This is an optimization exercise on Yosys and OpenROAD, whose aim is small area, not a production implementation. Function was checked by simulation only, so behaviour that the tests miss may differ from the original. No driver is modelled on the clock port, so clock power and skew are understated where the tree is cut down; a real chip needs a root buffer or a tree. No activity file was given, so power comes from the tool's default toggle rates.

Design dvd, start of the top module:
module dvd(clk20, rst, Ethernet_TDp, Ethernet_TDm , DataIN );
input clk20;
input rst;
input [7:0] DataIN ;
output Ethernet_TDp,Ethernet_TDm;
wire win;
reg [14:0] ACCADD;
reg [7:0] ACC;
always @(posedge clk20) begin
  ACCADD <= (win ? 15'd0 : ACCADD) + DataIN;
  if (win) ACC <= ACCADD[14:7];
end
TENBASET_TxD trn_inst(clk20, rst, Ethernet_TDp, Ethernet_TDm, ACC, win);
endmodule
Size: ~420 cells after synthesis, ~12 I/O pins, roughly 0.0037 mm^2 of cells after synthesis.
==> flow/config.mk <==
export PLATFORM = sky130hd
export DESIGN_NAME = dvd
export DESIGN_NICKNAME = dvd
export VERILOG_FILES = /design/flow/design.v
export SDC_FILE = /design/flow/constraint.sdc
export NUM_CORES = 4
export LEC_CHECK = 0
export CAP_MARGIN = 20
export CORE_MARGIN = 2
export CORE_UTILIZATION = 40
export SLEW_MARGIN = 20
==> flow/constraint.sdc <==
create_clock -name core_clock -period 10.0 [get_ports {clk20}]
set_input_delay 2.0000 -clock core_clock [delete_from_list [all_inputs] [get_ports {clk20}]]
set_output_delay 2.0000 -clock core_clock [all_outputs]
set_load 0.01 [all_outputs]
standard.sh (not shown) runs the stock make flow with config.mk's settings and CLKGATE_MAP_FILE= SYNTH_SCRIPT=/design/flow/synth_recipe.tcl, a recipe that flattens the netlist after the stock synthesis.
==> flow/flow/run.sh <==
#!/bin/bash
# Own layout flow: the standard synthesis, then the combinational logic is
# mapped again by ABC for area (registers untouched), then the standard ORFS
# steps with small port buffers and a lighter clock tree.
set -euo pipefail
W=$(pwd)
R=$W/orfs/results/sky130hd/dvd/base
LIB=$FLOW_HOME/platforms/sky130hd/lib/sky130_fd_sc_hd__tt_025C_1v80.lib
bash standard.sh synth > $W/log_synth.txt 2>&1
cp $R/1_2_yosys.v $W/std_synth.v
LIB=$LIB IN=$W/std_synth.v OUT=$R/1_2_yosys.v SCR=$W/flow/area.abc yosys -c $W/flow/reopt.tcl > $W/log_reopt.txt 2>&1
rm -f $R/1_synth.odb $R/1_synth.sdc
bash standard.sh "BUFFER_PORTS_ARGS=-buffer_cell sky130_fd_sc_hd__buf_1" finish > $W/log_finish.txt 2>&1
==> flow/flow/area.abc <==
strash; dch; map -a; topo
==> flow/flow/reopt.tcl <==
# Re-map the combinational cells of a mapped netlist with ABC; flip-flops stay as they are.
yosys -import
set lib $::env(LIB)
read_liberty -ignore_miss_func $lib
read_verilog $::env(IN)
hierarchy -top dvd
foreach m {dfxtp_1 dfxtp_2 dfxtp_4 edfxtp_1 dfrtp_1 dfrtp_2 dfrtp_4 dfstp_1 dfstp_2 dfstp_4 dfxbp_1 dfxbp_2 conb_1} { catch { blackbox sky130_fd_sc_hd__$m } }
flatten
opt -purge
abc -liberty $lib -dont_use *lpflow* -dont_use *probe* -script $::env(SCR)
opt_clean -purge
hilomap -singleton -hicell sky130_fd_sc_hd__conb_1 HI -locell sky130_fd_sc_hd__conb_1 LO
tee -o $::env(OUT).stat stat -liberty $lib
write_verilog -noattr -nohex -nodec $::env(OUT)
Next try:
==> flow/run.sh (new file) <==
#!/bin/bash
# synth_recipe.tcl (not shown) runs the flow's synth.tcl, then flattens the netlist and writes it again
# the make line also repeats each setting of config.mk as NAME=value (left out here)
make -C /OpenROAD-flow-scripts/flow DESIGN_CONFIG=/design/flow/config.mk WORK_HOME=/design/flow/orfs CLKGATE_MAP_FILE= SYNTH_SCRIPT=/design/flow/synth_recipe.tcl finish
Settings changed: ABC_AREA from default to 1.
removed: flow/flow/run.sh
removed: flow/flow/area.abc
removed: flow/flow/reopt.tcl
removed: flow/standard.sh
- setup slack improves by 1.3 ns
- final cell count rises by a quarter to a third
- total power rises by about a fifth
- clock-buffer cell count rises by 1
- synthesized area rises by about a fifth
- utilization rises by 0.34 points
Next try:
==> flow/flow/run.sh (new file) <==
#!/bin/bash
# Own layout flow: the standard synthesis, then the combinational logic is
# mapped again by ABC for area (registers untouched), then the standard ORFS
# steps with small port buffers and a lighter clock tree.
set -euo pipefail
W=$(pwd)
R=$W/orfs/results/sky130hd/dvd/base
LIB=$FLOW_HOME/platforms/sky130hd/lib/sky130_fd_sc_hd__tt_025C_1v80.lib
bash standard.sh synth > $W/log_synth.txt 2>&1
cp $R/1_2_yosys.v $W/std_synth.v
LIB=$LIB IN=$W/std_synth.v OUT=$R/1_2_yosys.v SCR=$W/flow/area.abc yosys -c $W/flow/reopt.tcl > $W/log_reopt.txt 2>&1
rm -f $R/1_synth.odb $R/1_synth.sdc
bash standard.sh "BUFFER_PORTS_ARGS=-buffer_cell sky130_fd_sc_hd__buf_1" "CTS_ARGS=-sink_clustering_enable -repair_clock_nets -dont_use_dummy_load" finish > $W/log_finish.txt 2>&1
==> flow/flow/area.abc (new file) <==
strash; dch -f; map -a; strash; dch -f; map -a; topo
==> flow/flow/reopt.tcl (new file) <==
# Re-map the combinational cells of a mapped netlist with ABC; flip-flops stay as they are.
yosys -import
set lib $::env(LIB)
read_liberty -ignore_miss_func $lib
read_verilog $::env(IN)
hierarchy -top dvd
foreach m {dfxtp_1 dfxtp_2 dfxtp_4 edfxtp_1 dfrtp_1 dfrtp_2 dfrtp_4 dfstp_1 dfstp_2 dfstp_4 dfxbp_1 dfxbp_2 conb_1} { catch { blackbox sky130_fd_sc_hd__$m } }
flatten
opt -purge
abc -liberty $lib -dont_use *lpflow* -dont_use *probe* -script $::env(SCR)
opt_clean -purge
hilomap -singleton -hicell sky130_fd_sc_hd__conb_1 HI -locell sky130_fd_sc_hd__conb_1 LO
tee -o $::env(OUT).stat stat -liberty $lib
write_verilog -noattr -nohex -nodec $::env(OUT)
==> flow/standard.sh (new file) <==
#!/bin/bash
# synth_recipe.tcl (not shown) runs the flow's synth.tcl, then flattens the netlist and writes it again
# the make line also repeats each setting of config.mk as NAME=value (left out here)
make -C /OpenROAD-flow-scripts/flow DESIGN_CONFIG=/design/flow/config.mk WORK_HOME=/design/flow/orfs CLKGATE_MAP_FILE= SYNTH_SCRIPT=/design/flow/synth_recipe.tcl "${@:-finish}"
Settings changed: ABC_AREA 1 to default.
removed: flow/run.sh
Utilization falls by 1.6 points.
Setup slack degrades by 0.88 ns.
First-iteration DRC count falls by 41%.
Cell area falls by 20%.
Flip-flop and latch count stays the same.
Power falls by 21%.
Count of clock-buffer cells in the layout falls by 1.

* * *

Setup of the reference run:
dvd, a different RTL version from the one above (not shown whole).
Size: roughly 400 cells after synthesis, roughly 12 I/O pins, roughly 3700 sq um of cells after synthesis.
==> flow/config.mk <==
export PLATFORM = sky130hd
export DESIGN_NAME = dvd
export DESIGN_NICKNAME = dvd
export VERILOG_FILES = /design/flow/design.v
export SDC_FILE = /design/flow/constraint.sdc
export NUM_CORES = 4
export LEC_CHECK = 0
export CAP_MARGIN = 20
export CORE_MARGIN = 2
export CORE_UTILIZATION = 40
export SLEW_MARGIN = 20
==> flow/constraint.sdc <==
create_clock -name core_clock -period 10.0 [get_ports {clk20}]
set_input_delay 2.0000 -clock core_clock [delete_from_list [all_inputs] [get_ports {clk20}]]
set_output_delay 2.0000 -clock core_clock [all_outputs]
set_load 0.01 [all_outputs]
==> flow/flow/run.sh <==
#!/bin/bash
# Own layout flow: the standard synthesis, then the combinational logic is
# mapped again by ABC for area (registers untouched), then the standard ORFS
# steps with small port buffers and a clock fed by 3 buffers (flow/cts_pre.tcl).
set -euo pipefail
W=$(pwd)
R=$W/orfs/results/sky130hd/dvd/base
LIB=$FLOW_HOME/platforms/sky130hd/lib/sky130_fd_sc_hd__tt_025C_1v80.lib
bash standard.sh synth > $W/log_synth.txt 2>&1
cp $R/1_2_yosys.v $W/std_synth.v
LIB=$LIB IN=$W/std_synth.v OUT=$R/1_2_yosys.v SCR=$W/flow/area.abc yosys -c $W/flow/reopt.tcl > $W/log_reopt.txt 2>&1
rm -f $R/1_synth.odb $R/1_synth.sdc
bash standard.sh "BUFFER_PORTS_ARGS=-buffer_cell sky130_fd_sc_hd__buf_1" "PRE_CTS_TCL=$W/flow/cts_pre.tcl" "CLK_GROUPS=3" "CLK_BUF=sky130_fd_sc_hd__clkbuf_16" finish > $W/log_finish.txt 2>&1
==> flow/flow/area.abc <==
strash; dch -f; map -a; strash; dch -f; map -a; topo
Other scripts of this flow, unchanged in this note and not shown: flow/flow/cts_pre.tcl, flow/flow/reopt.tcl
diff inputs: the reference run => the trial run
==> flow/flow/area.abc <==
strash; &get -n; &deepsyn -T 300; &put; strash; dch -f; map -a; strash; dch -f; map -a; strash; dch -f; map -a; topo
==> comparison <==
Status | the trial run and the reference run | clean
The half-perimeter wire length after placement of the trial run falls short of that of the reference run by about 11%.
A classification of the worst setup path of flip-flop to flip-flop is what the reference run shows, while input pin to flip-flop belongs to the trial run.
Changes observed in the trial run relative to the reference run: post-route minimum period decreased 0.17 ns; weighted congestion at the end of routability-driven global placement increased 5.8%; arrival time of data at the critical path endpoint decreased 0.15 ns; switching fraction of total power increased 0.29 points.
Worst slack at placement improves in the trial run relative to the reference run.
Setup slack: the trial run more than the reference run
No run of this note takes its clock network from TritonCTS; it comes from the design's own scripts or RTL.

[what the ideal ports hide]
No port has a modelled driver above. Below, the same layouts with a new extraction and two added sets of constraints.
Step 1 (the two cells are an assumption about what drives the block):
set clk [get_ports {clk20}]
set_driving_cell -lib_cell sky130_fd_sc_hd__clkbuf_16 $clk
set_driving_cell -lib_cell sky130_fd_sc_hd__buf_2 [delete_from_list [all_inputs] $clk]
Step 2 also shifts input and output timing later by t, the mid clock arrival at the registers, as if the neighbouring blocks saw the same clock.
Slacks: ideal / step 1 / step 2; pairs: ideal / step 1.
run | t, ns | setup slack, ns | latest minus earliest clock arrival (ns) | slew at the worst register clock pin (ns)
the first run of note 1 | 0.367 | 4.721 / 4.721 / 4.721 | 0.013 / 0.013 | 0.09 / 0.09
the second run of note 1 | 0.370 | 6.062 / 6.062 / 5.868 | 0.007 / 0.006 | 0.06 / 0.06
the third run of note 1 | 0.367 | 5.181 / 5.181 / 5.181 | 0.024 / 0.025 | 0.09 / 0.09
the reference run | 0.216 | 4.637 / 4.637 / 4.637 | 0.017 / 0.017 | 0.11 / 0.11
the trial run | 0.222 | 4.805 / 4.848 / 4.626 | 0.012 / 0.012 | 0.11 / 0.11
After both steps setup and hold are still met in every run listed. For the second run of note 1, which loses most, drivers alone change the setup slack by 0.000 ns; drivers and shift together by -0.194 ns.
